This is an optimization exercise on Yosys and OpenROAD, whose aim is small area and a short achievable clock period, not a production implementation. At most, simulation tests tie the RTL to the original design; equivalence was not proved. Power is estimated from default activity; no workload was simulated.

## run A
==> flow/design.v (excerpt) <==
module FIR #
(
    parameter inbit = 11,
    parameter outbit = 23,
    parameter n=32
)
(
    input rst,
    input clk,
    input wire signed [inbit-1:0] infix,
    output reg signed [outbit-1:0] outfix
);
For scale: roughly 2400 cells after synthesis, about 31000 µm² of cells after synthesis.
clock: 4.2 ns
lec_check: 0
cap_margin: 20
core_margin: 2
core_utilization: 40
setup_slack_margin: 2.1
slew_margin: 20
synth_hierarchical: 1
run.sh (not shown) runs the stock make flow with config.mk's settings and CLKGATE_MAP_FILE= SYNTH_SCRIPT=/design/flow/synth_recipe.tcl, a recipe that flattens the netlist after the stock synthesis.
What run B does differently from run A at the input level:
- swapping 2.1 for 2.0 in SETUP_SLACK_MARGIN
Findings:
- For run A, the timing endpoint of the critical path was outfix[18], unlike run B, where it was U0[9].
- A slowest cell on the critical path of sky130_fd_sc_hd__clkdlybuf4s50_1 is what run B shows, while sky130_fd_sc_hd__a2111oi_4 belongs to run A.
- Run B: flow completed, timing, DRC and antenna clean
- Compared with run A, in run B die outline height essentially unchanged, post-detailed-placement cell area now sits at about the same level, power share of the combinational group down 0.9 points.
Function was not checked in any run of this note: the RTL went through the layout flow alone.

========
Another version of the RTL of FIR (not shown whole).
For scale: ~2400 cells after synthesis, roughly 710 flip-flops, ~36 I/O pins, ~31000 um2 of cells after synthesis.
clock: 4.2 ns
lec_check: 0
cap_margin: 20
core_margin: 2
core_utilization: 40
cts_buf_list: sky130_fd_sc_hd__clkbuf_16
cts_cluster_diameter: 100
cts_cluster_size: 28
setup_slack_margin: 2.1
slew_margin: 20
synth_hierarchical: 1
Rerun with:
--- a/flow/config.mk
+++ b/flow/config.mk
@@ -12,2 +12,2 @@
-export CTS_CLUSTER_DIAMETER = 100
-export CTS_CLUSTER_SIZE = 28
+export CTS_CLUSTER_DIAMETER = 110
+export CTS_CLUSTER_SIZE = 32
What happened: Count of clock-buffer cells in the layout falls by 4. Flip-flop and latch count does not change. Cell area falls by 0.53%. Power falls by 0.97%.
No run of this note included a check of the RTL's function; only the layout flow was run.

========
== before ==
Another version of the RTL of FIR (not shown whole).
Size: about 660 flip-flops, about 36 I/O pins, ~0.031 mm^2 of cells after synthesis.
==> flow/config.mk <==
export PLATFORM = sky130hd
export DESIGN_NAME = FIR
export DESIGN_NICKNAME = FIR
export VERILOG_FILES = /design/flow/design.v
export SDC_FILE = /design/flow/constraint.sdc
export NUM_CORES = 4
export LEC_CHECK = 0
export CAP_MARGIN = 20
export CORE_MARGIN = 2
export CORE_UTILIZATION = 40
export SLEW_MARGIN = 20
export SYNTH_HIERARCHICAL = 1
==> flow/constraint.sdc <==
create_clock -name core_clock -period 4.2 [get_ports {clk}]
set_input_delay 0.8400 -clock core_clock [delete_from_list [all_inputs] [get_ports {clk}]]
set_output_delay 0.8400 -clock core_clock [all_outputs]
set_load 0.01 [all_outputs]
The final layout from before, which completed every stage, passed the timing, design-rule and antenna checks at the end of the flow.
Relative to before, the following input files were edited for after:
Settings: SETUP_SLACK_MARGIN newly set to 1.9.
--- outcome ---
after ends up with higher sum of internal, switching and leakage power than before does.
The filler cell count in the final layout of after is lower than that of before.
Between before and after, the flow reports power consumed by the clock network decreasing by a few percent.
Run comparison: before cell type of the slowest stage on the worst timing path sky130_fd_sc_hd__dfxtp_1; after cell type of the slowest stage on the worst timing path sky130_fd_sc_hd__fa_2
Total CTS buffers in after is about 1.4% below before.
No run of this note included a check of the RTL's function; only the layout flow was run.

========
== job 381 ==
FIR, a different RTL version from the one above (not shown whole).
Size: about 710 flip-flops, ~30000 sq um of cells after synthesis.
Settings: LEC_CHECK=0, CAP_MARGIN=20, CORE_MARGIN=2, CORE_UTILIZATION=40, CTS_BUF_LIST=sky130_fd_sc_hd__clkbuf_16, CTS_CLUSTER_DIAMETER=100, CTS_CLUSTER_SIZE=25, SETUP_SLACK_MARGIN=2.0, SLEW_MARGIN=20, SYNTH_HIERARCHICAL=1; clock period 4.2 ns.
Changes in job 8211 relative to job 381:
diff --git a/flow/config.mk b/flow/config.mk
--- a/flow/config.mk
+++ b/flow/config.mk
@@ -13,2 +13,2 @@
-export CTS_CLUSTER_SIZE = 25
-export SETUP_SLACK_MARGIN = 2.0
+export CTS_CLUSTER_SIZE = 28
+export SETUP_SLACK_MARGIN = 2.1
### Flow results
- The data arrival time at the worst-slack endpoint was comparable across job 381 and job 8211.
- | count of instances resized after the clock tree is built | job 8211 vs job 381 | 72 higher |
- Comparing the two runs side by side, job 8211 comes out ahead of job 381 on net switching power of the design.
- When job 8211 is measured against job 381, its overall power of the completed layout turns out 1.1% lower.
- Side by side, total routed wirelength turned out higher in job 8211 than in job 381.
- First-pass detailed-route iteration total in job 8211 vs job 381: down 1
- Relative to job 381, non-clock buffer count in the final layout increased by 54 in job 8211.
- The setup slack of job 8211 is larger than that of job 381.
- Looking at endpoint of the worst setup timing path, the A5_6_1$_DFF_P_ result is from job 8211; the A10_10_1$_DFF_P_ one comes from job 381.
--- input diff job 8211..job 6585 ---
diff --git a/flow/config.mk b/flow/config.mk
--- a/flow/config.mk
+++ b/flow/config.mk
@@ -8 +8 @@
-export CAP_MARGIN = 20
+export CAP_MARGIN = 0
@@ -13 +13 @@
-export CTS_CLUSTER_SIZE = 28
+export CTS_CLUSTER_SIZE = 25
@@ -15 +15 @@
-export SLEW_MARGIN = 20
+export SLEW_MARGIN = 0
[summary]
The final layout from job 8211, which completed every stage, passed the timing, design-rule and antenna checks at the end of the flow.
Job 6585 finished every step from synthesis to the final layout, and the layout passed the timing, design-rule and antenna checks.
Job 6585 against job 8211: xor-xnor portion of the synthesized cell area saw little to no change; final cell utilization of the core now sits higher; routed wire length about even; share of power burned in combinational logic now sits lower; sequential cell area share -0.22 points.
From job 6585 to job 8211, tap cell count did not move at all.
For job 8211, the critical path startpoint was U9[3]$_SDFF_PP0_, unlike job 6585, where it was U9[5]$_SDFF_PP0_.
Between job 8211 and job 6585, global-route usage increased.

## port drivers added, routing unchanged
The results above use ideal ports. As a check the final layouts listed here were re-extracted and re-timed, cells and wires unchanged.
Step 1 assumes that a clkbuf_16 drives the clock port and a buf_2 every other input.
Step 2 adds t to the input delays and takes it off the output delays; t is the mean of the earliest and latest rising clock arrival at the registers after step 1. Input paths then give back, and output paths get back, about the clock's delay inside the block.
Three values: ideal ports, drivers, drivers and shift; two values: the first two.
run	t (ns)	setup WS [ns]	hold WS [ns]	clock arrival spread, ns
run A	0.657	2.052 / 2.052 / 1.480	0.366 / 0.366 / 0.366	0.029 / 0.029
run B	0.650	2.015 / 2.024 / 1.400	0.364 / 0.364 / 0.364	0.029 / 0.030
the first run of note 2	0.692	2.080 / 2.080 / 1.499	0.372 / 0.372 / 0.372	0.045 / 0.045
the second run of note 2	0.668	2.081 / 2.081 / 1.555	0.374 / 0.374 / 0.374	0.035 / 0.034
before	0.653	1.310 / 1.310 / 0.945	0.374 / 0.374 / 0.374	0.023 / 0.023
after	0.655	1.658 / 1.658 / 1.140	0.374 / 0.374 / 0.374	0.029 / 0.029
job 381	0.632	2.058 / 2.058 / 1.562	0.372 / 0.372 / 0.372	0.029 / 0.030
job 8211	0.656	2.087 / 2.087 / 1.539	0.371 / 0.371 / 0.371	0.020 / 0.020
job 6585	0.633	2.091 / 2.090 / 1.560	0.367 / 0.367 / 0.367	0.029 / 0.029
After both steps setup and hold are still met in every run listed. For run B, which loses most, drivers alone change the setup slack by +0.009 ns; drivers and shift together by -0.615 ns.
